This design comes from an exercise in tuning for small area on the open sky130 flow, not from production work. Function not checked in this run: the RTL went through the layout flow alone.

**flow/config.mk**
```make
export PLATFORM = sky130hd
export DESIGN_NAME = fir_filter
export DESIGN_NICKNAME = fir_filter
export VERILOG_FILES = /design/flow/design.v
export SDC_FILE = /design/flow/constraint.sdc
export NUM_CORES = 4
export LEC_CHECK = 0
export CAP_MARGIN = 20
export CORE_MARGIN = 2
export CORE_UTILIZATION = 40
export SLEW_MARGIN = 20
export SYNTH_HIERARCHICAL = 1
export SYNTH_MINIMUM_KEEP_SIZE = 0
```
**flow/design.v**
```verilog
module fir_filter (
    input CLK_Filter,
    input rst_n,
    input wire [7:0] filter_in,
    output reg [19:0] filter_out
);
  reg [7:0] d0;
  reg [7:0] d1;
  reg [7:0] d2;
  reg [7:0] d3;
  reg [7:0] d4;
  reg [7:0] d5;
  reg [7:0] d6;
  reg [7:0] d7;
  reg [7:0] d8;
  reg [7:0] d9;
  reg [7:0] d10;
  reg [7:0] d11;
  reg [7:0] d12;
  reg [7:0] d13;
  reg [7:0] d14;
  reg [7:0] d15;
  reg [7:0] d16;
  reg [7:0] d17;
  reg [7:0] d18;
  reg [7:0] d19;
  reg [7:0] d20;
  reg [7:0] d21;
  reg [7:0] d22;
  reg [7:0] d23;
  always @(posedge CLK_Filter or negedge rst_n) begin
    if (!rst_n) begin
      d0 <= 8'd0;
      d1 <= 8'd0;
      d2 <= 8'd0;
      d3 <= 8'd0;
      d4 <= 8'd0;
      d5 <= 8'd0;
      d6 <= 8'd0;
      d7 <= 8'd0;
      d8 <= 8'd0;
      d9 <= 8'd0;
      d10 <= 8'd0;
      d11 <= 8'd0;
      d12 <= 8'd0;
      d13 <= 8'd0;
      d14 <= 8'd0;
      d15 <= 8'd0;
      d16 <= 8'd0;
      d17 <= 8'd0;
      d18 <= 8'd0;
      d19 <= 8'd0;
      d20 <= 8'd0;
      d21 <= 8'd0;
      d22 <= 8'd0;
      d23 <= 8'd0;
    end else begin
      d0 <= filter_in;
      d1 <= d0;
      d2 <= d1;
      d3 <= d2;
      d4 <= d3;
      d5 <= d4;
      d6 <= d5;
      d7 <= d6;
      d8 <= d7;
      d9 <= d8;
      d10 <= d9;
      d11 <= d10;
      d12 <= d11;
      d13 <= d12;
      d14 <= d13;
      d15 <= d14;
      d16 <= d15;
      d17 <= d16;
      d18 <= d17;
      d19 <= d18;
      d20 <= d19;
      d21 <= d20;
      d22 <= d21;
      d23 <= d22;
    end
  end
  wire s0, c1;
  fir_ha us0 (.a(d3[0]), .b(d22[0]), .s(s0), .co(c1));
  wire s2, c3;
  fir_fa us2 (.a(d3[1]), .b(d22[1]), .ci(c1), .s(s2), .co(c3));
  wire s4, c5;
  fir_fa us4 (.a(d3[2]), .b(d22[2]), .ci(c3), .s(s4), .co(c5));
  wire s6, c7;
  fir_fa us6 (.a(d3[3]), .b(d22[3]), .ci(c5), .s(s6), .co(c7));
  wire s8, c9;
  fir_ha us8 (.a(d3[4]), .b(d22[4]), .s(s8), .co(c9));
  wire s10, c11;
  fir_fa us10 (.a(d3[5]), .b(d22[5]), .ci(c9), .s(s10), .co(c11));
  wire s12, c13;
  fir_fa us12 (.a(d3[6]), .b(d22[6]), .ci(c11), .s(s12), .co(c13));
  wire s14, c15;
  fir_fa us14 (.a(d3[7]), .b(d22[7]), .ci(c13), .s(s14), .co(c15));
  wire s16, c17;
  fir_ha us16 (.a(d5[0]), .b(d20[0]), .s(s16), .co(c17));
  wire s18, c19;
  fir_fa us18 (.a(d5[1]), .b(d20[1]), .ci(c17), .s(s18), .co(c19));
  wire s20, c21;
  fir_fa us20 (.a(d5[2]), .b(d20[2]), .ci(c19), .s(s20), .co(c21));
  wire s22, c23;
  fir_fa us22 (.a(d5[3]), .b(d20[3]), .ci(c21), .s(s22), .co(c23));
  wire s24, c25;
  fir_ha us24 (.a(d5[4]), .b(d20[4]), .s(s24), .co(c25));
  wire s26, c27;
  fir_fa us26 (.a(d5[5]), .b(d20[5]), .ci(c25), .s(s26), .co(c27));
  wire s28, c29;
  fir_fa us28 (.a(d5[6]), .b(d20[6]), .ci(c27), .s(s28), .co(c29));
  wire s30, c31;
  fir_fa us30 (.a(d5[7]), .b(d20[7]), .ci(c29), .s(s30), .co(c31));
  wire n32 = ~s16;
  wire n33 = ~s18;
  wire n34 = ~s20;
  wire n35 = ~s22;
  wire n36 = ~c23;
  wire n37 = ~s24;
  wire n38 = ~s26;
  wire n39 = ~s28;
  wire n40 = ~s30;
  wire n41 = ~c31;
  wire s42, c43;
  fir_ha us42 (.a(d6[0]), .b(d19[0]), .s(s42), .co(c43));
  wire s44, c45;
  fir_fa us44 (.a(d6[1]), .b(d19[1]), .ci(c43), .s(s44), .co(c45));
  wire s46, c47;
  fir_fa us46 (.a(d6[2]), .b(d19[2]), .ci(c45), .s(s46), .co(c47));
  wire s48, c49;
  fir_fa us48 (.a(d6[3]), .b(d19[3]), .ci(c47), .s(s48), .co(c49));
  wire s50, c51;
  fir_ha us50 (.a(d6[4]), .b(d19[4]), .s(s50), .co(c51));
  wire s52, c53;
  fir_fa us52 (.a(d6[5]), .b(d19[5]), .ci(c51), .s(s52), .co(c53));
  wire s54, c55;
  fir_fa us54 (.a(d6[6]), .b(d19[6]), .ci(c53), .s(s54), .co(c55));
  wire s56, c57;
  fir_fa us56 (.a(d6[7]), .b(d19[7]), .ci(c55), .s(s56), .co(c57));
  wire s58, c59;
  fir_ha us58 (.a(d7[0]), .b(d18[0]), .s(s58), .co(c59));
  wire s60, c61;
  fir_fa us60 (.a(d7[1]), .b(d18[1]), .ci(c59), .s(s60), .co(c61));
  wire s62, c63;
  fir_fa us62 (.a(d7[2]), .b(d18[2]), .ci(c61), .s(s62), .co(c63));
  wire s64, c65;
  fir_fa us64 (.a(d7[3]), .b(d18[3]), .ci(c63), .s(s64), .co(c65));
  wire s66, c67;
  fir_ha us66 (.a(d7[4]), .b(d18[4]), .s(s66), .co(c67));
  wire s68, c69;
  fir_fa us68 (.a(d7[5]), .b(d18[5]), .ci(c67), .s(s68), .co(c69));
  wire s70, c71;
  fir_fa us70 (.a(d7[6]), .b(d18[6]), .ci(c69), .s(s70), .co(c71));
  wire s72, c73;
  fir_fa us72 (.a(d7[7]), .b(d18[7]), .ci(c71), .s(s72), .co(c73));
  wire n74 = ~s58;
  wire n75 = ~s60;
  wire n76 = ~s62;
  wire n77 = ~s64;
  wire n78 = ~c65;
  wire n79 = ~s66;
  wire n80 = ~s68;
  wire n81 = ~s70;
  wire n82 = ~s72;
  wire n83 = ~c73;
  wire s84, c85;
  fir_ha us84 (.a(d8[0]), .b(d17[0]), .s(s84), .co(c85));
  wire s86, c87;
  fir_fa us86 (.a(d8[1]), .b(d17[1]), .ci(c85), .s(s86), .co(c87));
  wire s88, c89;
  fir_fa us88 (.a(d8[2]), .b(d17[2]), .ci(c87), .s(s88), .co(c89));
  wire s90, c91;
  fir_fa us90 (.a(d8[3]), .b(d17[3]), .ci(c89), .s(s90), .co(c91));
  wire s92, c93;
  fir_ha us92 (.a(d8[4]), .b(d17[4]), .s(s92), .co(c93));
  wire s94, c95;
  fir_fa us94 (.a(d8[5]), .b(d17[5]), .ci(c93), .s(s94), .co(c95));
  wire s96, c97;
  fir_fa us96 (.a(d8[6]), .b(d17[6]), .ci(c95), .s(s96), .co(c97));
  wire s98, c99;
  fir_fa us98 (.a(d8[7]), .b(d17[7]), .ci(c97), .s(s98), .co(c99));
  wire n100 = ~s84;
  wire n101 = ~s86;
  wire n102 = ~s88;
  wire n103 = ~s90;
  wire n104 = ~c91;
  wire n105 = ~s92;
  wire n106 = ~s94;
  wire n107 = ~s96;
  wire n108 = ~s98;
  wire n109 = ~c99;
  wire s110, c111;
  fir_ha us110 (.a(d9[0]), .b(d16[0]), .s(s110), .co(c111));
  wire s112, c113;
  fir_fa us112 (.a(d9[1]), .b(d16[1]), .ci(c111), .s(s112), .co(c113));
  wire s114, c115;
  fir_fa us114 (.a(d9[2]), .b(d16[2]), .ci(c113), .s(s114), .co(c115));
  wire s116, c117;
  fir_fa us116 (.a(d9[3]), .b(d16[3]), .ci(c115), .s(s116), .co(c117));
  wire s118, c119;
  fir_ha us118 (.a(d9[4]), .b(d16[4]), .s(s118), .co(c119));
  wire s120, c121;
  fir_fa us120 (.a(d9[5]), .b(d16[5]), .ci(c119), .s(s120), .co(c121));
  wire s122, c123;
  fir_fa us122 (.a(d9[6]), .b(d16[6]), .ci(c121), .s(s122), .co(c123));
  wire s124, c125;
  fir_fa us124 (.a(d9[7]), .b(d16[7]), .ci(c123), .s(s124), .co(c125));
  wire n126 = ~s110;
  wire n127 = ~s112;
  wire n128 = ~s114;
  wire n129 = ~s116;
  wire n130 = ~c117;
  wire n131 = ~s118;
  wire n132 = ~s120;
  wire n133 = ~s122;
  wire n134 = ~s124;
  wire n135 = ~c125;
  wire s136, c137;
  fir_ha us136 (.a(d10[0]), .b(d15[0]), .s(s136), .co(c137));
  wire s138, c139;
  fir_fa us138 (.a(d10[1]), .b(d15[1]), .ci(c137), .s(s138), .co(c139));
  wire s140, c141;
  fir_fa us140 (.a(d10[2]), .b(d15[2]), .ci(c139), .s(s140), .co(c141));
  wire s142, c143;
  fir_fa us142 (.a(d10[3]), .b(d15[3]), .ci(c141), .s(s142), .co(c143));
  wire s144, c145;
  fir_ha us144 (.a(d10[4]), .b(d15[4]), .s(s144), .co(c145));
  wire s146, c147;
  fir_fa us146 (.a(d10[5]), .b(d15[5]), .ci(c145), .s(s146), .co(c147));
  wire s148, c149;
  fir_fa us148 (.a(d10[6]), .b(d15[6]), .ci(c147), .s(s148), .co(c149));
  wire s150, c151;
  fir_fa us150 (.a(d10[7]), .b(d15[7]), .ci(c149), .s(s150), .co(c151));
  wire n152 = ~s136;
  wire n153 = ~s138;
  wire n154 = ~s140;
  wire n155 = ~s142;
  wire n156 = ~c143;
  wire n157 = ~s144;
  wire n158 = ~s146;
  wire n159 = ~s148;
  wire n160 = ~s150;
  wire n161 = ~c151;
  wire s162, c163;
  fir_ha us162 (.a(d11[0]), .b(d14[0]), .s(s162), .co(c163));
  wire s164, c165;
  fir_fa us164 (.a(d11[1]), .b(d14[1]), .ci(c163), .s(s164), .co(c165));
  wire s166, c167;
  fir_fa us166 (.a(d11[2]), .b(d14[2]), .ci(c165), .s(s166), .co(c167));
  wire s168, c169;
  fir_fa us168 (.a(d11[3]), .b(d14[3]), .ci(c167), .s(s168), .co(c169));
  wire s170, c171;
  fir_ha us170 (.a(d11[4]), .b(d14[4]), .s(s170), .co(c171));
  wire s172, c173;
  fir_fa us172 (.a(d11[5]), .b(d14[5]), .ci(c171), .s(s172), .co(c173));
  wire s174, c175;
  fir_fa us174 (.a(d11[6]), .b(d14[6]), .ci(c173), .s(s174), .co(c175));
  wire s176, c177;
  fir_fa us176 (.a(d11[7]), .b(d14[7]), .ci(c175), .s(s176), .co(c177));
  wire n178 = ~s162;
  wire n179 = ~s164;
  wire n180 = ~s166;
  wire n181 = ~s168;
  wire n182 = ~c169;
  wire n183 = ~s170;
  wire n184 = ~s172;
  wire n185 = ~s174;
  wire n186 = ~s176;
  wire n187 = ~c177;
  wire s188, c189;
  fir_fa us188 (.a(d2[0]), .b(d23[0]), .ci(s0), .s(s188), .co(c189));
  wire s190, c191;
  fir_fa us190 (.a(s162), .b(n100), .ci(n127), .s(s190), .co(c191));
  wire s192, c193;
  fir_fa us192 (.a(n153), .b(s188), .ci(s190), .s(s192), .co(c193));
  wire s194 = ~(d2[1] ^ d23[1]);
  wire c195 = d2[1] | d23[1];
  wire s196, c197;
  fir_fa us196 (.a(s194), .b(s42), .ci(n32), .s(s196), .co(c197));
  wire s198, c199;
  fir_fa us198 (.a(n74), .b(c189), .ci(s2), .s(s198), .co(c199));
  wire s200, c201;
  fir_fa us200 (.a(s164), .b(n101), .ci(s196), .s(s200), .co(c201));
  wire s202, c203;
  fir_fa us202 (.a(n128), .b(n154), .ci(c191), .s(s202), .co(c203));
  wire s204, c205;
  fir_fa us204 (.a(s198), .b(s200), .ci(c193), .s(s204), .co(c205));
  wire s206, c207;
  fir_fa us206 (.a(d2[2]), .b(d23[2]), .ci(c195), .s(s206), .co(c207));
  wire s208, c209;
  fir_fa us208 (.a(s0), .b(s42), .ci(n178), .s(s208), .co(c209));
  wire s210, c211;
  fir_fa us210 (.a(s206), .b(s44), .ci(c197), .s(s210), .co(c211));
  wire s212, c213;
  fir_fa us212 (.a(n33), .b(n75), .ci(s208), .s(s212), .co(c213));
  wire s214, c215;
  fir_fa us214 (.a(s4), .b(s166), .ci(c199), .s(s214), .co(c215));
  wire s216, c217;
  fir_fa us216 (.a(n102), .b(c201), .ci(s210), .s(s216), .co(c217));
  wire s218, c219;
  fir_fa us218 (.a(s212), .b(n129), .ci(n155), .s(s218), .co(c219));
  wire s220, c221;
  fir_fa us220 (.a(c203), .b(s214), .ci(s216), .s(s220), .co(c221));
  wire s222, c223;
  fir_fa us222 (.a(c205), .b(s218), .ci(s220), .s(s222), .co(c223));
  wire s224, c225;
  fir_fa us224 (.a(d2[3]), .b(d23[3]), .ci(d4[0]), .s(s224), .co(c225));
  wire s226, c227;
  fir_fa us226 (.a(d21[0]), .b(s84), .ci(n131), .s(s226), .co(c227));
  wire s228, c229;
  fir_fa us228 (.a(n152), .b(n157), .ci(s224), .s(s228), .co(c229));
  wire s230, c231;
  fir_fa us230 (.a(c207), .b(s2), .ci(s44), .s(s230), .co(c231));
  wire s232, c233;
  fir_fa us232 (.a(c209), .b(n179), .ci(s226), .s(s232), .co(c233));
  wire s234, c235;
  fir_fa us234 (.a(s228), .b(s46), .ci(c211), .s(s234), .co(c235));
  wire s236, c237;
  fir_fa us236 (.a(n34), .b(n76), .ci(s230), .s(s236), .co(c237));
  wire s238, c239;
  fir_fa us238 (.a(c213), .b(n130), .ci(n156), .s(s238), .co(c239));
  wire s240, c241;
  fir_fa us240 (.a(s232), .b(s6), .ci(s168), .s(s240), .co(c241));
  wire s242, c243;
  fir_fa us242 (.a(c215), .b(n103), .ci(c217), .s(s242), .co(c243));
  wire s244, c245;
  fir_fa us244 (.a(s234), .b(s236), .ci(c219), .s(s244), .co(c245));
  wire s246, c247;
  fir_fa us246 (.a(s238), .b(s240), .ci(c221), .s(s246), .co(c247));
  wire s248, c249;
  fir_fa us248 (.a(s242), .b(s244), .ci(c223), .s(s248), .co(c249));
  wire s250 = ~(d2[4] ^ d23[4]);
  wire c251 = d2[4] | d23[4];
  wire s252, c253;
  fir_fa us252 (.a(d4[1]), .b(d21[1]), .ci(s250), .s(s252), .co(c253));
  wire s254, c255;
  fir_fa us254 (.a(s8), .b(s16), .ci(s42), .s(s254), .co(c255));
  wire s256, c257;
  fir_fa us256 (.a(s110), .b(s170), .ci(n105), .s(s256), .co(c257));
  wire s258, c259;
  fir_fa us258 (.a(c225), .b(s252), .ci(s86), .s(s258), .co(c259));
  wire s260, c261;
  fir_fa us260 (.a(c227), .b(n132), .ci(n153), .s(s260), .co(c261));
  wire s262, c263;
  fir_fa us262 (.a(n158), .b(s254), .ci(c229), .s(s262), .co(c263));
  wire s264, c265;
  fir_fa us264 (.a(s256), .b(s4), .ci(s46), .s(s264), .co(c265));
  wire s266, c267;
  fir_fa us266 (.a(c231), .b(n180), .ci(s258), .s(s266), .co(c267));
  wire s268, c269;
  fir_fa us268 (.a(c233), .b(s260), .ci(c7), .s(s268), .co(c269));
  wire s270, c271;
  fir_fa us270 (.a(c169), .b(n104), .ci(s262), .s(s270), .co(c271));
  wire s272, c273;
  fir_fa us272 (.a(s48), .b(c235), .ci(n35), .s(s272), .co(c273));
  wire s274, c275;
  fir_fa us274 (.a(n77), .b(c237), .ci(s264), .s(s274), .co(c275));
  wire s276, c277;
  fir_fa us276 (.a(c239), .b(s266), .ci(c241), .s(s276), .co(c277));
  wire s278, c279;
  fir_fa us278 (.a(s268), .b(s270), .ci(c243), .s(s278), .co(c279));
  wire s280, c281;
  fir_fa us280 (.a(s272), .b(s274), .ci(c245), .s(s280), .co(c281));
  wire s282, c283;
  fir_fa us282 (.a(s276), .b(c247), .ci(s278), .s(s282), .co(c283));
  wire s284, c285;
  fir_fa us284 (.a(s280), .b(c249), .ci(s282), .s(s284), .co(c285));
  wire s286 = ~(d2[5] ^ d23[5]);
  wire c287 = d2[5] | d23[5];
  wire s288, c289;
  fir_fa us288 (.a(d4[2]), .b(d21[2]), .ci(c251), .s(s288), .co(c289));
  wire s290, c291;
  fir_fa us290 (.a(s286), .b(s50), .ci(s58), .s(s290), .co(c291));
  wire s292, c293;
  fir_fa us292 (.a(s84), .b(s110), .ci(n37), .s(s292), .co(c293));
  wire s294, c295;
  fir_fa us294 (.a(n79), .b(c253), .ci(c255), .s(s294), .co(c295));
  wire s296, c297;
  fir_fa us296 (.a(s288), .b(s10), .ci(s18), .s(s296), .co(c297));
  wire s298, c299;
  fir_fa us298 (.a(s44), .b(s112), .ci(s172), .s(s298), .co(c299));
  wire s300, c301;
  fir_fa us300 (.a(c257), .b(n106), .ci(s290), .s(s300), .co(c301));
  wire s302, c303;
  fir_fa us302 (.a(s292), .b(s88), .ci(c259), .s(s302), .co(c303));
  wire s304, c305;
  fir_fa us304 (.a(n133), .b(n154), .ci(n159), .s(s304), .co(c305));
  wire s306, c307;
  fir_fa us306 (.a(c261), .b(s294), .ci(s296), .s(s306), .co(c307));
  wire s308, c309;
  fir_fa us308 (.a(s298), .b(c263), .ci(c49), .s(s308), .co(c309));
  wire s310, c311;
  fir_fa us310 (.a(s300), .b(n36), .ci(n78), .s(s310), .co(c311));
  wire s312, c313;
  fir_fa us312 (.a(s6), .b(s48), .ci(c265), .s(s312), .co(c313));
  wire s314, c315;
  fir_fa us314 (.a(n181), .b(c267), .ci(s302), .s(s314), .co(c315));
  wire s316, c317;
  fir_fa us316 (.a(s304), .b(c269), .ci(s306), .s(s316), .co(c317));
  wire s318, c319;
  fir_fa us318 (.a(c271), .b(s308), .ci(c273), .s(s318), .co(c319));
  wire s320, c321;
  fir_fa us320 (.a(s310), .b(c275), .ci(s312), .s(s320), .co(c321));
  wire s322, c323;
  fir_fa us322 (.a(s314), .b(c277), .ci(s316), .s(s322), .co(c323));
  wire s324, c325;
  fir_fa us324 (.a(c279), .b(s318), .ci(s320), .s(s324), .co(c325));
  wire s326, c327;
  fir_fa us326 (.a(c281), .b(s322), .ci(c283), .s(s326), .co(c327));
  wire s328, c329;
  fir_fa us328 (.a(s324), .b(c285), .ci(s326), .s(s328), .co(c329));
  wire s330 = ~(d2[6] ^ d23[6]);
  wire c331 = d2[6] | d23[6];
  wire s332, c333;
  fir_fa us332 (.a(d4[3]), .b(d21[3]), .ci(d12[0]), .s(s332), .co(c333));
  wire s334, c335;
  fir_fa us334 (.a(d13[0]), .b(c287), .ci(s330), .s(s334), .co(c335));
  wire s336, c337;
  fir_fa us336 (.a(s8), .b(s50), .ci(s136), .s(s336), .co(c337));
  wire s338, c339;
  fir_fa us338 (.a(s162), .b(n183), .ci(s332), .s(s338), .co(c339));
  wire s340, c341;
  fir_fa us340 (.a(c289), .b(c291), .ci(s334), .s(s340), .co(c341));
  wire s342, c343;
  fir_fa us342 (.a(s52), .b(s60), .ci(s86), .s(s342), .co(c343));
  wire s344, c345;
  fir_fa us344 (.a(s112), .b(c293), .ci(n38), .s(s344), .co(c345));
  wire s346, c347;
  fir_fa us346 (.a(n80), .b(s336), .ci(s338), .s(s346), .co(c347));
  wire s348, c349;
  fir_fa us348 (.a(c295), .b(s12), .ci(s20), .s(s348), .co(c349));
  wire s350, c351;
  fir_fa us350 (.a(s46), .b(s114), .ci(s174), .s(s350), .co(c351));
  wire s352, c353;
  fir_fa us352 (.a(c297), .b(c299), .ci(n107), .s(s352), .co(c353));
  wire s354, c355;
  fir_fa us354 (.a(c301), .b(s340), .ci(s342), .s(s354), .co(c355));
  wire s356, c357;
  fir_fa us356 (.a(s344), .b(c7), .ci(c49), .s(s356), .co(c357));
  wire s358, c359;
  fir_fa us358 (.a(n182), .b(s90), .ci(c303), .s(s358), .co(c359));
  wire s360, c361;
  fir_fa us360 (.a(n134), .b(n155), .ci(n160), .s(s360), .co(c361));
  wire s362, c363;
  fir_fa us362 (.a(c305), .b(s346), .ci(c307), .s(s362), .co(c363));
  wire s364, c365;
  fir_fa us364 (.a(s348), .b(s350), .ci(s352), .s(s364), .co(c365));
  wire s366, c367;
  fir_fa us366 (.a(c309), .b(c311), .ci(s354), .s(s366), .co(c367));
  wire s368, c369;
  fir_fa us368 (.a(c313), .b(s356), .ci(c315), .s(s368), .co(c369));
  wire s370, c371;
  fir_fa us370 (.a(s358), .b(s360), .ci(c317), .s(s370), .co(c371));
  wire s372, c373;
  fir_fa us372 (.a(s362), .b(s364), .ci(c319), .s(s372), .co(c373));
  wire s374, c375;
  fir_fa us374 (.a(s366), .b(c321), .ci(s368), .s(s374), .co(c375));
  wire s376, c377;
  fir_fa us376 (.a(c323), .b(s370), .ci(s372), .s(s376), .co(c377));
  wire s378, c379;
  fir_fa us378 (.a(c325), .b(s374), .ci(c327), .s(s378), .co(c379));
  wire s380, c381;
  fir_fa us380 (.a(s376), .b(c329), .ci(s378), .s(s380), .co(c381));
  wire s382 = ~(d2[7] ^ d23[7]);
  wire c383 = d2[7] | d23[7];
  wire s384, c385;
  fir_fa us384 (.a(d4[4]), .b(d21[4]), .ci(d12[1]), .s(s384), .co(c385));
  wire s386, c387;
  fir_fa us386 (.a(d13[1]), .b(c331), .ci(s382), .s(s386), .co(c387));
  wire s388, c389;
  fir_fa us388 (.a(s92), .b(n157), .ci(c333), .s(s388), .co(c389));
  wire s390, c391;
  fir_fa us390 (.a(s384), .b(c335), .ci(c337), .s(s390), .co(c391));
  wire s392, c393;
  fir_fa us392 (.a(s386), .b(s10), .ci(s52), .s(s392), .co(c393));
  wire s394, c395;
  fir_fa us394 (.a(s138), .b(s164), .ci(n184), .s(s394), .co(c395));
  wire s396, c397;
  fir_fa us396 (.a(c339), .b(s388), .ci(c341), .s(s396), .co(c397));
  wire s398, c399;
  fir_fa us398 (.a(s54), .b(s62), .ci(s88), .s(s398), .co(c399));
  wire s400, c401;
  fir_fa us400 (.a(s114), .b(c343), .ci(n39), .s(s400), .co(c401));
  wire s402, c403;
  fir_fa us402 (.a(n81), .b(c345), .ci(s390), .s(s402), .co(c403));
  wire s404, c405;
  fir_fa us404 (.a(s392), .b(s394), .ci(c91), .s(s404), .co(c405));
  wire s406, c407;
  fir_fa us406 (.a(n135), .b(n156), .ci(n161), .s(s406), .co(c407));
  wire s408, c409;
  fir_fa us408 (.a(c347), .b(s14), .ci(s22), .s(s408), .co(c409));
  wire s410, c411;
  fir_fa us410 (.a(s48), .b(s116), .ci(s176), .s(s410), .co(c411));
  wire s412, c413;
  fir_fa us412 (.a(c349), .b(c351), .ci(n108), .s(s412), .co(c413));
  wire s414, c415;
  fir_fa us414 (.a(c353), .b(s396), .ci(c355), .s(s414), .co(c415));
  wire s416, c417;
  fir_fa us416 (.a(s398), .b(s400), .ci(c357), .s(s416), .co(c417));
  wire s418, c419;
  fir_fa us418 (.a(s402), .b(c359), .ci(s404), .s(s418), .co(c419));
  wire s420, c421;
  fir_fa us420 (.a(c361), .b(s406), .ci(c363), .s(s420), .co(c421));
  wire s422, c423;
  fir_fa us422 (.a(s408), .b(s410), .ci(c365), .s(s422), .co(c423));
  wire s424, c425;
  fir_fa us424 (.a(s412), .b(c367), .ci(s414), .s(s424), .co(c425));
  wire s426, c427;
  fir_fa us426 (.a(s416), .b(c369), .ci(s418), .s(s426), .co(c427));
  wire s428, c429;
  fir_fa us428 (.a(c371), .b(s420), .ci(s422), .s(s428), .co(c429));
  wire s430, c431;
  fir_fa us430 (.a(c373), .b(s424), .ci(c375), .s(s430), .co(c431));
  wire s432, c433;
  fir_fa us432 (.a(s426), .b(s428), .ci(c377), .s(s432), .co(c433));
  wire s434, c435;
  fir_fa us434 (.a(s430), .b(c379), .ci(s432), .s(s434), .co(c435));
  wire s436, c437;
  fir_fa us436 (.a(d4[5]), .b(d21[5]), .ci(d12[2]), .s(s436), .co(c437));
  wire s438, c439;
  fir_fa us438 (.a(d13[2]), .b(c383), .ci(s24), .s(s438), .co(c439));
  wire s440, c441;
  fir_fa us440 (.a(s50), .b(s118), .ci(c385), .s(s440), .co(c441));
  wire s442, c443;
  fir_fa us442 (.a(s436), .b(c387), .ci(s94), .s(s442), .co(c443));
  wire s444, c445;
  fir_fa us444 (.a(c389), .b(n158), .ci(s438), .s(s444), .co(c445));
  wire s446, c447;
  fir_fa us446 (.a(s440), .b(c391), .ci(s12), .s(s446), .co(c447));
  wire s448, c449;
  fir_fa us448 (.a(s54), .b(s140), .ci(s166), .s(s448), .co(c449));
  wire s450, c451;
  fir_fa us450 (.a(c393), .b(n185), .ci(c395), .s(s450), .co(c451));
  wire s452, c453;
  fir_fa us452 (.a(s442), .b(c15), .ci(c23), .s(s452), .co(c453));
  wire s454, c455;
  fir_fa us454 (.a(c49), .b(c117), .ci(c177), .s(s454), .co(c455));
  wire s456, c457;
  fir_fa us456 (.a(s444), .b(n109), .ci(c397), .s(s456), .co(c457));
  wire s458, c459;
  fir_fa us458 (.a(s56), .b(s64), .ci(s90), .s(s458), .co(c459));
  wire s460, c461;
  fir_fa us460 (.a(s116), .b(c399), .ci(n40), .s(s460), .co(c461));
  wire s462, c463;
  fir_fa us462 (.a(n82), .b(c401), .ci(c403), .s(s462), .co(c463));
  wire s464, c465;
  fir_fa us464 (.a(s446), .b(s448), .ci(s450), .s(s464), .co(c465));
  wire s466, c467;
  fir_fa us466 (.a(c405), .b(c407), .ci(c409), .s(s466), .co(c467));
  wire s468, c469;
  fir_fa us468 (.a(c411), .b(s452), .ci(s454), .s(s468), .co(c469));
  wire s470, c471;
  fir_fa us470 (.a(c413), .b(s456), .ci(c415), .s(s470), .co(c471));
  wire s472, c473;
  fir_fa us472 (.a(s458), .b(s460), .ci(c417), .s(s472), .co(c473));
  wire s474, c475;
  fir_fa us474 (.a(s462), .b(s464), .ci(c419), .s(s474), .co(c475));
  wire s476, c477;
  fir_fa us476 (.a(c421), .b(s466), .ci(s468), .s(s476), .co(c477));
  wire s478, c479;
  fir_fa us478 (.a(c423), .b(c425), .ci(s470), .s(s478), .co(c479));
  wire s480, c481;
  fir_fa us480 (.a(s472), .b(c427), .ci(s474), .s(s480), .co(c481));
  wire s482, c483;
  fir_fa us482 (.a(s476), .b(c429), .ci(s478), .s(s482), .co(c483));
  wire s484, c485;
  fir_fa us484 (.a(c431), .b(s480), .ci(c433), .s(s484), .co(c485));
  wire s486, c487;
  fir_fa us486 (.a(s482), .b(c435), .ci(s484), .s(s486), .co(c487));
  wire s488 = ~(d4[6] ^ d21[6]);
  wire c489 = d4[6] | d21[6];
  wire s490, c491;
  fir_fa us490 (.a(d12[3]), .b(d13[3]), .ci(s488), .s(s490), .co(c491));
  wire s492, c493;
  fir_fa us492 (.a(s66), .b(s92), .ci(s118), .s(s492), .co(c493));
  wire s494, c495;
  fir_fa us494 (.a(c437), .b(c439), .ci(s490), .s(s494), .co(c495));
  wire s496, c497;
  fir_fa us496 (.a(s26), .b(s52), .ci(s120), .s(s496), .co(c497));
  wire s498, c499;
  fir_fa us498 (.a(c441), .b(s492), .ci(s96), .s(s498), .co(c499));
  wire s500, c501;
  fir_fa us500 (.a(c443), .b(n159), .ci(c445), .s(s500), .co(c501));
  wire s502, c503;
  fir_fa us502 (.a(s494), .b(s496), .ci(c57), .s(s502), .co(c503));
  wire s504, c505;
  fir_fa us504 (.a(c65), .b(c91), .ci(c117), .s(s504), .co(c505));
  wire s506, c507;
  fir_fa us506 (.a(n41), .b(n83), .ci(s14), .s(s506), .co(c507));
  wire s508, c509;
  fir_fa us508 (.a(s56), .b(s142), .ci(s168), .s(s508), .co(c509));
  wire s510, c511;
  fir_fa us510 (.a(c447), .b(c449), .ci(n186), .s(s510), .co(c511));
  wire s512, c513;
  fir_fa us512 (.a(c451), .b(s498), .ci(c453), .s(s512), .co(c513));
  wire s514, c515;
  fir_fa us514 (.a(c455), .b(s500), .ci(c457), .s(s514), .co(c515));
  wire s516, c517;
  fir_fa us516 (.a(c459), .b(s502), .ci(s504), .s(s516), .co(c517));
  wire s518, c519;
  fir_fa us518 (.a(c461), .b(c463), .ci(s506), .s(s518), .co(c519));
  wire s520, c521;
  fir_fa us520 (.a(s508), .b(c465), .ci(s510), .s(s520), .co(c521));
  wire s522, c523;
  fir_fa us522 (.a(c467), .b(c469), .ci(s512), .s(s522), .co(c523));
  wire s524, c525;
  fir_fa us524 (.a(s514), .b(c471), .ci(s516), .s(s524), .co(c525));
  wire s526, c527;
  fir_fa us526 (.a(c473), .b(s518), .ci(s520), .s(s526), .co(c527));
  wire s528, c529;
  fir_fa us528 (.a(c475), .b(c477), .ci(s522), .s(s528), .co(c529));
  wire s530, c531;
  fir_fa us530 (.a(c479), .b(s524), .ci(s526), .s(s530), .co(c531));
  wire s532, c533;
  fir_fa us532 (.a(c481), .b(s528), .ci(c483), .s(s532), .co(c533));
  wire s534, c535;
  fir_fa us534 (.a(s530), .b(c485), .ci(s532), .s(s534), .co(c535));
  wire s536, c537;
  fir_fa us536 (.a(d4[7]), .b(d21[7]), .ci(d12[4]), .s(s536), .co(c537));
  wire s538, c539;
  fir_fa us538 (.a(d13[4]), .b(c489), .ci(s144), .s(s538), .co(c539));
  wire s540, c541;
  fir_fa us540 (.a(s170), .b(s536), .ci(c491), .s(s540), .co(c541));
  wire s542, c543;
  fir_fa us542 (.a(c493), .b(s68), .ci(s94), .s(s542), .co(c543));
  wire s544, c545;
  fir_fa us544 (.a(s120), .b(s538), .ci(c495), .s(s544), .co(c545));
  wire s546, c547;
  fir_fa us546 (.a(s540), .b(s28), .ci(s54), .s(s546), .co(c547));
  wire s548, c549;
  fir_fa us548 (.a(s122), .b(c497), .ci(s542), .s(s548), .co(c549));
  wire s550, c551;
  fir_fa us550 (.a(c15), .b(c57), .ci(c143), .s(s550), .co(c551));
  wire s552, c553;
  fir_fa us552 (.a(c169), .b(n187), .ci(s98), .s(s552), .co(c553));
  wire s554, c555;
  fir_fa us554 (.a(c499), .b(n160), .ci(c501), .s(s554), .co(c555));
  wire s556, c557;
  fir_fa us556 (.a(s544), .b(s546), .ci(c503), .s(s556), .co(c557));
  wire s558, c559;
  fir_fa us558 (.a(c505), .b(s548), .ci(c507), .s(s558), .co(c559));
  wire s560, c561;
  fir_fa us560 (.a(c509), .b(s550), .ci(c511), .s(s560), .co(c561));
  wire s562, c563;
  fir_fa us562 (.a(s552), .b(c513), .ci(s554), .s(s562), .co(c563));
  wire s564, c565;
  fir_fa us564 (.a(c515), .b(c517), .ci(s556), .s(s564), .co(c565));
  wire s566, c567;
  fir_fa us566 (.a(c519), .b(s558), .ci(c521), .s(s566), .co(c567));
  wire s568, c569;
  fir_fa us568 (.a(s560), .b(c523), .ci(s562), .s(s568), .co(c569));
  wire s570, c571;
  fir_fa us570 (.a(c525), .b(s564), .ci(c527), .s(s570), .co(c571));
  wire s572, c573;
  fir_fa us572 (.a(s566), .b(c529), .ci(s568), .s(s572), .co(c573));
  wire s574, c575;
  fir_fa us574 (.a(c531), .b(s570), .ci(s572), .s(s574), .co(c575));
  wire s576, c577;
  fir_fa us576 (.a(c533), .b(s574), .ci(c535), .s(s576), .co(c577));
  wire s578 = ~(d12[5] ^ d13[5]);
  wire c579 = d12[5] | d13[5];
  wire s580, c581;
  fir_fa us580 (.a(s578), .b(c537), .ci(c539), .s(s580), .co(c581));
  wire s582, c583;
  fir_fa us582 (.a(s146), .b(s172), .ci(c541), .s(s582), .co(c583));
  wire s584, c585;
  fir_fa us584 (.a(s70), .b(s96), .ci(s122), .s(s584), .co(c585));
  wire s586, c587;
  fir_fa us586 (.a(c543), .b(s580), .ci(c99), .s(s586), .co(c587));
  wire s588, c589;
  fir_fa us588 (.a(n161), .b(c545), .ci(s582), .s(s588), .co(c589));
  wire s590, c591;
  fir_fa us590 (.a(s30), .b(s56), .ci(s124), .s(s590), .co(c591));
  wire s592, c593;
  fir_fa us592 (.a(c547), .b(c549), .ci(s584), .s(s592), .co(c593));
  wire s594, c595;
  fir_fa us594 (.a(c551), .b(c553), .ci(s586), .s(s594), .co(c595));
  wire s596, c597;
  fir_fa us596 (.a(c555), .b(s588), .ci(s590), .s(s596), .co(c597));
  wire s598, c599;
  fir_fa us598 (.a(c557), .b(s592), .ci(c559), .s(s598), .co(c599));
  wire s600, c601;
  fir_fa us600 (.a(c561), .b(s594), .ci(c563), .s(s600), .co(c601));
  wire s602, c603;
  fir_fa us602 (.a(s596), .b(c565), .ci(s598), .s(s602), .co(c603));
  wire s604, c605;
  fir_fa us604 (.a(c567), .b(c569), .ci(s600), .s(s604), .co(c605));
  wire s606, c607;
  fir_fa us606 (.a(s602), .b(c571), .ci(c573), .s(s606), .co(c607));
  wire s608, c609;
  fir_fa us608 (.a(s604), .b(c575), .ci(s606), .s(s608), .co(c609));
  wire s610 = ~(d12[6] ^ d13[6]);
  wire c611 = d12[6] | d13[6];
  wire s612, c613;
  fir_fa us612 (.a(c579), .b(s610), .ci(c581), .s(s612), .co(c613));
  wire s614, c615;
  fir_fa us614 (.a(s148), .b(s174), .ci(c583), .s(s614), .co(c615));
  wire s616, c617;
  fir_fa us616 (.a(c31), .b(c57), .ci(c125), .s(s616), .co(c617));
  wire s618, c619;
  fir_fa us618 (.a(s72), .b(s98), .ci(s124), .s(s618), .co(c619));
  wire s620, c621;
  fir_fa us620 (.a(c585), .b(s612), .ci(c587), .s(s620), .co(c621));
  wire s622, c623;
  fir_fa us622 (.a(c589), .b(s614), .ci(c591), .s(s622), .co(c623));
  wire s624, c625;
  fir_fa us624 (.a(s616), .b(c593), .ci(s618), .s(s624), .co(c625));
  wire s626, c627;
  fir_fa us626 (.a(c595), .b(s620), .ci(c597), .s(s626), .co(c627));
  wire s628, c629;
  fir_fa us628 (.a(s622), .b(s624), .ci(c599), .s(s628), .co(c629));
  wire s630, c631;
  fir_fa us630 (.a(c601), .b(s626), .ci(c603), .s(s630), .co(c631));
  wire s632, c633;
  fir_fa us632 (.a(s628), .b(c605), .ci(s630), .s(s632), .co(c633));
  wire s634, c635;
  fir_fa us634 (.a(c607), .b(s632), .ci(c609), .s(s634), .co(c635));
  wire s636, c637;
  fir_fa us636 (.a(d12[7]), .b(d13[7]), .ci(c611), .s(s636), .co(c637));
  wire s638, c639;
  fir_fa us638 (.a(s636), .b(c73), .ci(c99), .s(s638), .co(c639));
  wire s640, c641;
  fir_fa us640 (.a(c125), .b(c613), .ci(s150), .s(s640), .co(c641));
  wire s642, c643;
  fir_fa us642 (.a(s176), .b(c615), .ci(c617), .s(s642), .co(c643));
  wire s644, c645;
  fir_fa us644 (.a(c619), .b(s638), .ci(s640), .s(s644), .co(c645));
  wire s646, c647;
  fir_fa us646 (.a(c621), .b(c623), .ci(s642), .s(s646), .co(c647));
  wire s648, c649;
  fir_fa us648 (.a(c625), .b(s644), .ci(c627), .s(s648), .co(c649));
  wire s650, c651;
  fir_fa us650 (.a(s646), .b(c629), .ci(s648), .s(s650), .co(c651));
  wire s652, c653;
  fir_fa us652 (.a(c631), .b(s650), .ci(c633), .s(s652), .co(c653));
  wire s654 = ~(c637 ^ c151);
  wire c655 = c637 | c151;
  wire s656, c657;
  fir_fa us656 (.a(c177), .b(s654), .ci(c639), .s(s656), .co(c657));
  wire s658, c659;
  fir_fa us658 (.a(c641), .b(c643), .ci(s656), .s(s658), .co(c659));
  wire s660, c661;
  fir_fa us660 (.a(c645), .b(c647), .ci(s658), .s(s660), .co(c661));
  wire s662, c663;
  fir_fa us662 (.a(c649), .b(s660), .ci(c651), .s(s662), .co(c663));
  wire s664 = ~(c655 ^ c657);
  wire c665 = c655 | c657;
  wire s666, c667;
  fir_fa us666 (.a(s664), .b(c659), .ci(c661), .s(s666), .co(c667));
  wire s668 = ~(c665 ^ c667);
  wire c669 = c665 | c667;
  wire s670, c671;
  fir_ha us670 (.a(n126), .b(n152), .s(s670), .co(c671));
  wire s672, c673;
  fir_ha us672 (.a(c671), .b(s192), .s(s672), .co(c673));
  wire s674, c675;
  fir_fa us674 (.a(s202), .b(c673), .ci(s204), .s(s674), .co(c675));
  wire s676, c677;
  fir_ha us676 (.a(c675), .b(s222), .s(s676), .co(c677));
  wire s678, c679;
  fir_fa us678 (.a(s246), .b(c677), .ci(s248), .s(s678), .co(c679));
  wire s680, c681;
  fir_ha us680 (.a(s284), .b(c679), .s(s680), .co(c681));
  wire s682, c683;
  fir_ha us682 (.a(c681), .b(s328), .s(s682), .co(c683));
  wire s684, c685;
  fir_ha us684 (.a(c683), .b(s380), .s(s684), .co(c685));
  wire s686, c687;
  fir_fa us686 (.a(c381), .b(s434), .ci(c685), .s(s686), .co(c687));
  wire s688, c689;
  fir_ha us688 (.a(c487), .b(s534), .s(s688), .co(c689));
  wire s690, c691;
  fir_ha us690 (.a(c689), .b(s576), .s(s690), .co(c691));
  wire o692 = s486 ^ c687;
  wire u693 = c687 & s486;
  wire o694 = s688 ^ u693;
  wire u695 = u693 & s688;
  wire o696 = s690 ^ u695;
  wire u697 = u695 & s690;
  wire k698 = c691 | u697;
  wire s699, c700;
  fir_ha us699 (.a(s608), .b(c577), .s(s699), .co(c700));
  wire s701, c702;
  fir_ha us701 (.a(c700), .b(s634), .s(s701), .co(c702));
  wire s703, c704;
  fir_fa us703 (.a(s652), .b(c635), .ci(c702), .s(s703), .co(c704));
  wire s705, c706;
  fir_fa us705 (.a(s662), .b(c653), .ci(c704), .s(s705), .co(c706));
  wire o707 = s699 ^ k698;
  wire u708 = k698 & s699;
  wire o709 = s701 ^ u708;
  wire u710 = u708 & s701;
  wire o711 = s703 ^ u710;
  wire u712 = u710 & s703;
  wire o713 = s705 ^ u712;
  wire u714 = u712 & s705;
  wire k715 = c706 | u714;
  wire s716, c717;
  fir_ha us716 (.a(s666), .b(c663), .s(s716), .co(c717));
  wire s718, c719;
  fir_ha us718 (.a(s668), .b(c717), .s(s718), .co(c719));
  wire s720 = ~(c669 ^ c719);
  wire c721 = c669 | c719;
  wire n722 = ~c721;
  wire o723 = s716 ^ k715;
  wire u724 = k715 & s716;
  wire o725 = s718 ^ u724;
  wire u726 = u724 & s718;
  wire o727 = s720 ^ u726;
  wire u728 = u726 & s720;
  wire o729 = n722 ^ u728;
  wire [19:0] y = {o729, o727, o725, o723, o713, o711, o709, o707, o696, o694, o692, s686, s684, s682, s680, s678, s676, s674, s672, s670};
  always @(posedge CLK_Filter or negedge rst_n) begin
    if (!rst_n) filter_out <= 20'd0;
    else filter_out <= y;
  end
endmodule
module fir_fa (input a, input b, input ci, output s, output co);
  assign s = a ^ b ^ ci;
  assign co = (a & b) | (a & ci) | (b & ci);
endmodule
module fir_ha (input a, input b, output s, output co);
  assign s = a ^ b;
  assign co = a & b;
endmodule
```
**flow/constraint.sdc**
```tcl
create_clock -name core_clock -period 8.0 [get_ports {CLK_Filter}]
set_input_delay 1.6000 -clock core_clock [delete_from_list [all_inputs] [get_ports {CLK_Filter}]]
set_output_delay 1.6000 -clock core_clock [all_outputs]
set_load 0.01 [all_outputs]
```
**flow/run.sh**
```bash
#!/bin/bash
# synth_recipe.tcl (not shown) runs the flow's synth.tcl, then flattens the netlist and writes it again
# the make line also repeats each setting of config.mk as NAME=value (left out here)
make -C /OpenROAD-flow-scripts/flow DESIGN_CONFIG=/design/flow/config.mk WORK_HOME=/design/flow/orfs CLKGATE_MAP_FILE= SYNTH_SCRIPT=/design/flow/synth_recipe.tcl finish
```
==> results.toml <==
[sta]
max-slew-margin-rel_pct = 48.99
slew_violations = 0
worst_pin_slew_ns = 0.7652
skew_ns = 0.01770
clock.fmax_mhz = 129.3
tns_ns = 0
final-setup-viol-count = 0
hold_viol = 0
fin_crit_ns = 7.731
fin_crit_sh_pct = 96.64

[finish]
fillCellCount = 2513
regMostFlops = "filter_out"
largest_reg_flops = 20
n_antenna_cell = 0
area_growth_pct = 18.63
drive_above_1_share_pct = 22.50
layout.nets = 1093

[routing]
top_layer_used = "met4"
wl_met3_um = 841
via_per_inst = 4.525
routedWlPerCell_um = 21.53
routed_wl_um = 24950
vias = 5245
drtAntennaViolNets = 0
first_iter_violations = 277
drtPass1Iterations = 4
wl_met1_um = 10310
drc = 0
wl_met2_um = 12910

[floorplanning]
die_area_um2 = 31380
die_x_um = 177.2
start_util_pct = 40.57
num_io_pins = 30
die_h_um = 177.2
rows = 63
core_um2 = 29560

[placement]
numPortBuffers = 29
dp.final_hpwl_um = 21100
gp_congestion = 0.8902

[job]
cap_violations = 0

[setup_path]
crit_fanout = 2
crit_end = "filter_out[19]"
cp_common_cell = "fa_1"
end_kind = "register"
arrival_ns = 8.14
cp-start-kind = "register"
rrSetupSlack_ns = 0.27
slowest_stage = "fa_1"
regToRegStartpoint = "d9[0]"
critPathLaunch = "d9[0]"
max_stage_delay_ns = 0.51
worstPathCellList = "ha_1 -> fa_2 -> fa_2 -> fa_1 -> buf_4 -> fa_1 -> fa_2 -> fa_1 -> fa_1 -> fa_1 -> fa_2 -> fa_1 -> fa_1 -> ha_1 -> fa_1 -> fa_1 -> ha_1 -> or2_1 -> ha_1 -> ha_1 -> ha_1 -> xor2_1"
reg2reg_depth = 22
path_class = "reg -> reg"
required_ns = 8.41
r2r_end = "filter_out[19]"

[cts]
root_buffer = "clkbuf_16"
cts_tree = "yes"
numCtsBuffers = 25
cts_hold_buf = 0
insertion_delay_ns = 0.53
clock_path_buffers = 3
clkSinkCount = 212
cts.clk_slew.worst_paths_ns = 0.06
h-tree-depth = 1

[grt]
grt_max_degree = 102
grt_first_pass_wirelength_um = 40300
grt_pass1_vias = 6808
track_usage_pct = 17.74
grt-ovfl-total = 0
antenna_found_initial = 0

[logic_synthesis]
synth.most_common_cell = "fa_1"
ys_types = 6
yosys_warnings = 7
synth_ff_type = "dfrtp_1"
netlist_area_um2 = 11990
synthCells = 648
yosys-top-cells-count = "fa_1 (283), dfrtp_1 (212), inv_1 (100), ha_1 (50), or2_1 (2)"
synth_nets = 991
ys_seq_elements = 212
synth-edff-count = 0
ys_seq_area_share_pct = 44.24
synth_top_area_share_pct = 47.24
synth_area_leaders = "fa_1 (47%), dfrtp_1 (44%), ha_1 (5.2%)"
avgSynthCellArea_um2 = 18.51
synth_top_area_cell = "fa_1"
synthArstFlopShare_pct = 100.0

[status]
status = "complete, no violations"

[hold_path]
hp-class = "reg -> reg"
## through the flow
stage / hold WS, ns / util (%) / area, um^2 / setup WS, ns / instances
2_1_floorplan: 0.3312 / - / 11990 / 0.3816 / 648
3_3_place_gp: 0.3354 / 44.26 / 13080 / -0.0005711 / 1108
3_5_place_dp: 0.3358 / 44.26 / 13080 / -0.05014 / 1108
4_1_cts: 0.3499 / 47.42 / 14020 / 0.01608 / 1155
5_1_grt: 0.3568 / 48.13 / 14230 / -0.02403 / 1159
6_report: 0.3451 / 48.13 / 14230 / 0.2686 / 1159
## area by class of cell
class / instances / area [um^2] / area share [%]
Clock buffer: 33 / 725.7 / 5.101
Clock inverter: 13 / 165.2 / 1.161
Inverter: 100 / 375.4 / 2.638
Multi-Input combinational cell: 336 / 6528 / 45.88
Sequential cell: 212 / 5305 / 37.29
Tap cell: 390 / 488.0 / 3.430
Timing Repair Buffer: 75 / 640.6 / 4.503
## metal layers
layer,vias up,GRT usage [%]
met2,91,29.94
met1,2971,24.22
met3,45,2.126
met5,-,0
li1,2138,-
met4,0,5.579
## Yosys stat by module, one instance, submodules excluded
module	flops+latches	copies in the design	cells inside
fir_ha	0	28	1
fir_filter	212	1	337
fir_fa	0	283	1
## worst min-delay path by stage
stage | startpoint | endpoint | slack, ns | cells after the start
after floorplan | d0[0] | d1[0] | 0.33 | 0
after global placement | d0[6] | d1[6] | 0.34 | 0
after detailed placement | d0[3] | d1[3] | 0.34 | 0
after CTS | d0[3] | d1[3] | 0.35 | 0
after global routing | d0[3] | d1[3] | 0.36 | 0
final | d0[3] | d1[3] | 0.35 | 0
## worst max-delay path: cells and delay by family, from the launching register on
family        cells  cell delay (ns)
xor+xnor          1             0.16
fa+ha+maj        19             6.64
buf+inv           1             0.17
flops             1             0.39
simple gates      1             0.24
## what timing repair did
item | in CTS | in global routing
endpoints found under the setup margin | 2 | 3
pin swaps | 1 | 17
resized for setup | 11 | 70
buffers inserted | 1 | 4
## layout by cell type, fill, tap and decap left out, drive strengths merged
master         count
dfrtp            212
clkinvlp           4
clkbuf            33
xor2               1
clkinv             2
clkdlybuf4s50     28
buf               47
inv              104
or2                2
ha                50
fa               283
bufinv             3
## cell families after synthesis
group,share of synthesized area [%]
flops,44.24
xor+xnor,0.07304
fa+ha+maj,52.46
buf+inv,3.130
simple gates,0.1043

## afterwards: timing with drivers on the ports
The results above use ideal ports. As a check the final layout listed here was re-extracted and re-timed, cells and wires unchanged.
Step 1 assumes that a clkbuf_16 drives the clock port and a buf_2 every other input.
Step 2 moves the port delays by t, midway between the first and last clock arrival at a register: inputs arrive t later, outputs are due t later. That takes back most of the time a late clock gives input paths.
Slacks: ideal ports / drivers / drivers and shift; pairs: ideal ports / drivers.
shift t [ns]: 0.572
slack for setup (ns): 0.269 / 0.269 / 0.269
latest minus earliest clock arrival (ns): 0.019 / 0.019
worst register clock-pin slew, ns: 0.07 / 0.07
cell pins on the clock port's net: 1
After both steps this run still meets setup and hold. For this run, drivers alone change the setup slack by 0.000 ns; drivers and shift together by 0.000 ns.
